Background: an optimization exercise with open tools, aiming at small area and a short achievable clock period. Do not read the settings as production practice.
RTL that was checked went through simulation tests only; none was proved equivalent to the original.
Power and IR drop assume default switching activity.

==> 09-24: inputs <==
Design fir, start of the top module:
module  fir(
	input clk,
	input rst_n,
	input enable,
	input [2:0] tap,		 
	input [15:0] data_in,
	output [17:0] data_out,
	output complete
);
reg [15:0] d1, d2;		 
reg v1, v2, v3, done;		 
reg [5:2] ld;			 
reg [15:0] h1, h2;		 
reg h2c;			 
reg [15:0] h3, h4, h5;		 
reg [17:0] s3, c3;		 
reg [17:0] result;
always @(posedge clk) begin
	d1 <= data_in;
	d2 <= d1;
end
always @(posedge clk or negedge rst_n) begin
	if (!rst_n) begin
		v1 <= 1'b0;
		v2 <= 1'b0;
		v3 <= 1'b0;
		done <= 1'b0;
		ld <= 4'b0;
	end else begin
		v1 <= enable;
		v2 <= v1;
		v3 <= v2;
		done <= v3;
		ld[2] <= v1 & (tap > 3'd2);
		ld[3] <= v1 & (tap > 3'd3);
		ld[4] <= v1 & (tap > 3'd4);
		ld[5] <= v1 & (tap > 3'd5);
	end
end
wire [8:0] h1x3_lo = {1'b0, h1[7:0]} + {h1[6:0], 1'b0};
wire h1c = h1x3_lo[8];
wire [7:0] t0 = h2[7:0] + {h2[6:0], 1'b0};
wire [7:0] t1 = h2[15:8] + h2[14:7] + h2c;
wire [15:0] h2x3 = {t1, t0};
always @(posedge clk or negedge rst_n) begin
	if (!rst_n) begin
		h1 <= 0;
		h2 <= 0;
		h2c <= 0;
		h3 <= 0;
		h4 <= 0;
		h5 <= 0;
	end else begin
		if (v2) h1 <= d2;
		if (ld[2]) begin
			h2 <= h1;
			h2c <= h1c;
		end
		if (ld[3]) h3 <= h2x3;
		if (ld[4]) h4 <= h3;
		if (ld[5]) h5 <= h4;
	end
end
wire [17:0] o0 = {2'b0, d2};
wire [17:0] o1 = {2'b0, h1[14:0], 1'b0};
wire [17:0] o2 = {2'b0, h2[14:0], 1'b0};
wire [17:0] o3 = {2'b0, h3};
  ...
==> module fir, before the edit <==
module  fir(
	input clk,
	input rst_n,
	input enable,
	input [2:0] tap,		 
	input [15:0] data_in,
	output [17:0] data_out,
	output complete
);
reg [15:0] d1, d2;		 
reg v1, v2, v3, done;		 
reg [5:2] ld;			 
reg [15:0] h1, h2;		 
reg h2c;			 
reg [15:0] h3, h4, h5;		 
reg [17:0] s3, c3;		 
reg [17:0] result;
always @(posedge clk) begin
	d1 <= data_in;
	d2 <= d1;
end
always @(posedge clk or negedge rst_n) begin
	if (!rst_n) begin
		v1 <= 1'b0;
		v2 <= 1'b0;
		v3 <= 1'b0;
		done <= 1'b0;
		ld <= 4'b0;
	end else begin
		v1 <= enable;
		v2 <= v1;
		v3 <= v2;
		done <= v3;
		ld[2] <= v1 & (tap > 3'd2);
		ld[3] <= v1 & (tap > 3'd3);
		ld[4] <= v1 & (tap > 3'd4);
		ld[5] <= v1 & (tap > 3'd5);
	end
end
wire [8:0] h1x3_lo = {1'b0, h1[7:0]} + {h1[6:0], 1'b0};
wire h1c = h1x3_lo[8];
wire [7:0] t0 = h2[7:0] + {h2[6:0], 1'b0};
wire [7:0] t1 = h2[15:8] + h2[14:7] + h2c;
wire [15:0] h2x3 = {t1, t0};
always @(posedge clk or negedge rst_n) begin
	if (!rst_n) begin
		h1 <= 0;
		h2 <= 0;
		h2c <= 0;
		h3 <= 0;
		h4 <= 0;
		h5 <= 0;
	end else begin
		if (v2) h1 <= d2;
		if (ld[2]) begin
			h2 <= h1;
			h2c <= h1c;
		end
		if (ld[3]) h3 <= h2x3;
		if (ld[4]) h4 <= h3;
		if (ld[5]) h5 <= h4;
	end
end
wire [17:0] o0 = {2'b0, d2};
wire [17:0] o1 = {2'b0, h1[14:0], 1'b0};
wire [17:0] o2 = {2'b0, h2[14:0], 1'b0};
wire [17:0] o3 = {2'b0, h3};
wire [17:0] o4 = {2'b0, h4};
wire [17:0] o5 = {2'b0, h5};
wire [17:0] a_s = o0 ^ o1 ^ o2;
wire [17:0] a_c = ((o0 & o1) | (o0 & o2) | (o1 & o2)) << 1;
wire [17:0] b_s = o3 ^ o4 ^ o5;
wire [17:0] b_c = ((o3 & o4) | (o3 & o5) | (o4 & o5)) << 1;
wire [17:0] e_s = a_s ^ a_c ^ b_s;
wire [17:0] e_c = ((a_s & a_c) | (a_s & b_s) | (a_c & b_s)) << 1;
wire [17:0] f_s = e_s ^ e_c ^ b_c;
wire [17:0] f_c = ((e_s & e_c) | (e_s & b_c) | (e_c & b_c)) << 1;
always @(posedge clk) begin
	s3 <= f_s;
	c3 <= f_c;
end
always @(posedge clk or negedge rst_n) begin
	if (!rst_n)
		result <= 0;
	else if (v3)
		result <= s3 + c3;
end
assign data_out = result;
assign complete = done;
endmodule
Settings: LEC_CHECK=0, CAP_MARGIN=20, CORE_MARGIN=2, CORE_UTILIZATION=40, CTS_BUF_LIST=sky130_fd_sc_hd__clkbuf_8, SETUP_SLACK_MARGIN=1.9, SLEW_MARGIN=20, TNS_END_PERCENT=5; clock period 4.0 ns.
standard.sh (not shown) runs the stock make flow with config.mk's settings and CLKGATE_MAP_FILE= SYNTH_SCRIPT=/design/flow/synth_recipe.tcl, a recipe that flattens the netlist after the stock synthesis.
==> flow/flow/run.sh <==
#!/bin/bash
# The standard ORFS layout (same make targets and settings as standard.sh),
# with these changes: port buffers are buf_2 cells instead of the delay
# cells buffer_ports picks by itself; Yosys synth runs with -noabc, so its generic abc pass does not run before extract_fa.
# Each tool's output goes to a log file here.
set -euo pipefail
W=$(pwd)
make -C "$FLOW_HOME" DESIGN_CONFIG="$W/config.mk" WORK_HOME="$W/orfs" CLKGATE_MAP_FILE= \
  SYNTH_SCRIPT="$W/synth_recipe.tcl" \
  BUFFER_PORTS_ARGS="-buffer_cell sky130_fd_sc_hd__buf_2" SYNTH_ARGS=-noabc CTS_ARGS="-sink_clustering_enable -repair_clock_nets -buf_list sky130_fd_sc_hd__clkbuf_8 -dont_use_dummy_load" \
  finish > "$W/make.log" 2>&1
R="$W/orfs/results/$FLOW_PLATFORM/fir/base"
: # left out here: write the final layout as DEF
==> 02-22: changes against 09-24 <==
--- a/flow/design.v
+++ b/flow/design.v
@@ -9,3 +9,3 @@
 );
-reg [15:0] d1, d2;		 
+reg [15:0] d1;			 
 reg v1, v2, v3, done;		 
@@ -13,10 +13,9 @@
 reg [15:0] h1, h2;		 
-reg h2c;			 
+reg [2:0] h2c;			 
 reg [15:0] h3, h4, h5;		 
-reg [17:0] s3, c3;		 
+reg [17:0] e2s, e2c, b2c;	 
+reg [17:0] p3, g3;		 
 reg [17:0] result;
-always @(posedge clk) begin
+always @(posedge clk)
 	d1 <= data_in;
-	d2 <= d1;
-end
 always @(posedge clk or negedge rst_n) begin
@@ -33,13 +32,17 @@
 		done <= v3;
-		ld[2] <= v1 & (tap > 3'd2);
-		ld[3] <= v1 & (tap > 3'd3);
-		ld[4] <= v1 & (tap > 3'd4);
-		ld[5] <= v1 & (tap > 3'd5);
+		ld[2] <= enable & (tap > 3'd2);
+		ld[3] <= enable & (tap > 3'd3);
+		ld[4] <= enable & (tap > 3'd4);
+		ld[5] <= enable & (tap > 3'd5);
 	end
 end
-wire [8:0] h1x3_lo = {1'b0, h1[7:0]} + {h1[6:0], 1'b0};
-wire h1c = h1x3_lo[8];
-wire [7:0] t0 = h2[7:0] + {h2[6:0], 1'b0};
-wire [7:0] t1 = h2[15:8] + h2[14:7] + h2c;
-wire [15:0] h2x3 = {t1, t0};
+wire [12:0] h1x3_lo = {1'b0, h1[11:0]} + {h1[10:0], 1'b0};
+wire [4:0] h1x3_c4 = {1'b0, h1[3:0]} + {h1[2:0], 1'b0};
+wire [8:0] h1x3_c8 = {1'b0, h1[7:0]} + {h1[6:0], 1'b0};
+wire [2:0] h1c = {h1x3_lo[12], h1x3_c8[8], h1x3_c4[4]};
+wire [3:0] t0 = h2[3:0] + {h2[2:0], 1'b0};
+wire [3:0] t1 = h2[7:4] + h2[6:3] + h2c[0];
+wire [3:0] t2 = h2[11:8] + h2[10:7] + h2c[1];
+wire [3:0] t3 = h2[15:12] + h2[14:11] + h2c[2];
+wire [15:0] h2x3 = {t3, t2, t1, t0};
 always @(posedge clk or negedge rst_n) begin
@@ -53,3 +56,3 @@
 	end else begin
-		if (v2) h1 <= d2;
+		if (v1) h1 <= d1;
 		if (ld[2]) begin
@@ -63,3 +66,3 @@
 end
-wire [17:0] o0 = {2'b0, d2};
+wire [17:0] o0 = {2'b0, d1};
 wire [17:0] o1 = {2'b0, h1[14:0], 1'b0};
@@ -75,8 +78,23 @@
 wire [17:0] e_c = ((a_s & a_c) | (a_s & b_s) | (a_c & b_s)) << 1;
-wire [17:0] f_s = e_s ^ e_c ^ b_c;
-wire [17:0] f_c = ((e_s & e_c) | (e_s & b_c) | (e_c & b_c)) << 1;
 always @(posedge clk) begin
-	s3 <= f_s;
-	c3 <= f_c;
+	e2s <= e_s;
+	e2c <= e_c;
+	b2c <= b_c;
 end
+wire [17:0] f_s = e2s ^ e2c ^ b2c;
+wire [17:0] f_c = ((e2s & e2c) | (e2s & b2c) | (e2c & b2c)) << 1;
+always @(posedge clk) begin
+	p3 <= f_s ^ f_c;
+	g3 <= f_s & f_c;
+end
+wire [17:0] gg1 = g3 | (p3 & {g3[16:0], 1'b0});
+wire [17:0] pp1 = p3 & {p3[16:0], 1'b0};
+wire [17:0] gg2 = gg1 | (pp1 & {gg1[15:0], 2'b0});
+wire [17:0] pp2 = pp1 & {pp1[15:0], 2'b0};
+wire [17:0] gg3 = gg2 | (pp2 & {gg2[13:0], 4'b0});
+wire [17:0] pp3 = pp2 & {pp2[13:0], 4'b0};
+wire [17:0] gg4 = gg3 | (pp3 & {gg3[9:0], 8'b0});
+wire [17:0] pp4 = pp3 & {pp3[9:0], 8'b0};
+wire [17:0] gg5 = gg4 | (pp4 & {gg4[1:0], 16'b0});
+wire [17:0] sum = p3 ^ {gg5[16:0], 1'b0};
 always @(posedge clk or negedge rst_n) begin
@@ -85,3 +103,3 @@
 	else if (v3)
-		result <= s3 + c3;
+		result <= sum;
 end
==> flow/flow/run.sh (replaced) <==
#!/bin/bash
# The standard ORFS layout (the same make call and settings as
# standard.sh, including its synthesis script), with these changes:
#  - port buffers are buf_2 cells (buffer_ports picks delay cells by itself);
#  - Yosys synth runs with -noabc, so no generic abc pass runs before
#    extract_fa (fewer inverters around the adder cells);
#  - clock tree: clkbuf_8 buffers with a clkbuf_16 at the root, sinks
#    clustered in groups of up to 15,
#    and no dummy load cells.
# make's output goes to make.log and ORFS keeps each step's log under
# orfs/logs; write_def.log holds the DEF export.
set -euo pipefail
W=$(pwd)
make -C "$FLOW_HOME" DESIGN_CONFIG="$W/config.mk" WORK_HOME="$W/orfs" CLKGATE_MAP_FILE= \
  SYNTH_SCRIPT="$W/synth_recipe.tcl" \
  BUFFER_PORTS_ARGS="-buffer_cell sky130_fd_sc_hd__buf_2" \
  SYNTH_ARGS=-noabc \
  CTS_ARGS="-sink_clustering_enable -repair_clock_nets -buf_list sky130_fd_sc_hd__clkbuf_8 -dont_use_dummy_load -root_buf sky130_fd_sc_hd__clkbuf_16 -sink_clustering_size 15 -sink_clustering_max_diameter 100" \
  finish > "$W/make.log" 2>&1
R="$W/orfs/results/$FLOW_PLATFORM/fir/base"
: # left out here: write the final layout as DEF
SETUP_SLACK_MARGIN = 2.3   (was 1.9)
TNS_END_PERCENT = 20   (was 5)
==> qor summary <==
| metric | 02-22 | 09-24 |
|---|---|---|
| Fin Clk Skew | 0.0485 ns | 0.0202 ns |
| Group with the largest share of power | sequential cells | combinational cells |
| First-pass GRT wire length | 23100 um | 21800 um |
| Share of synthesized area spent on multiplexers | 0.113 | 0.131 |
| Capture point of the worst reg-to-reg path | h3[5] | result[14] |
| Worst slew margin relative to its limit | 0.369 | 0.382 |
| Run status | finished clean | finished clean |
| Worst Tran Pin Value | 0.946 ns | 0.927 ns |
| Final estimated routing congestion in global placement | 0.789 | 0.837 |
| Post-Place Cell Area | 9030 sq um | 8230 sq um |
| DIE WIDTH | 150 um | 143 um |
| Total power after layout | 7.19 mW | 7.49 mW |
| Parity-gate share of the synthesized area counting xor and xnor cells | 0.0164 | 0.0271 |
| Count of multi-input combinational gates | 354 | 324 |
| Sequential cell count | 207 | 172 |
| HPWL reported at the end of detailed placement | 10000 um | 9780 um |
| Seq/Total Area, Yosys | 0.549 | 0.513 |
| Via count of the first global-routing pass | 4571 | 4252 |
| Non-clock inverter instance count of the final layout | 1 | 10 |
| Post-cts gate resize count | 5 | 0 |
| First element of the critical path | result[0] | s3[2] |
Function not checked in 09-24: the RTL went through the layout flow alone.

[separate check: timing with driven ports]
The flow's constraints put no driver on any port. The routed layouts listed below were extracted and timed again, unchanged, in two steps.
Step 1 assumes that a clkbuf_16 drives the clock port and a buf_2 every other input.
Step 2 times the ports against the registers' clock, not the clock port: input delays grow and output delays shrink by t, the midpoint of the rising clock arrivals with the driver on.
a / b / c = ideal ports / drivers / drivers and shift; a / b = the first two.
| run | t (ns) | setup slack, ns | worst hold slack (ns) |
|---|---|---|---|
| 09-24 | 0.477 | 1.651 / 1.651 / 1.651 | 0.320 / 0.320 / 0.320 |
| 02-22 | 0.494 | 2.188 / 2.148 / 2.220 | 0.337 / 0.337 / 0.337 |
After both steps setup and hold are still met in every run listed.
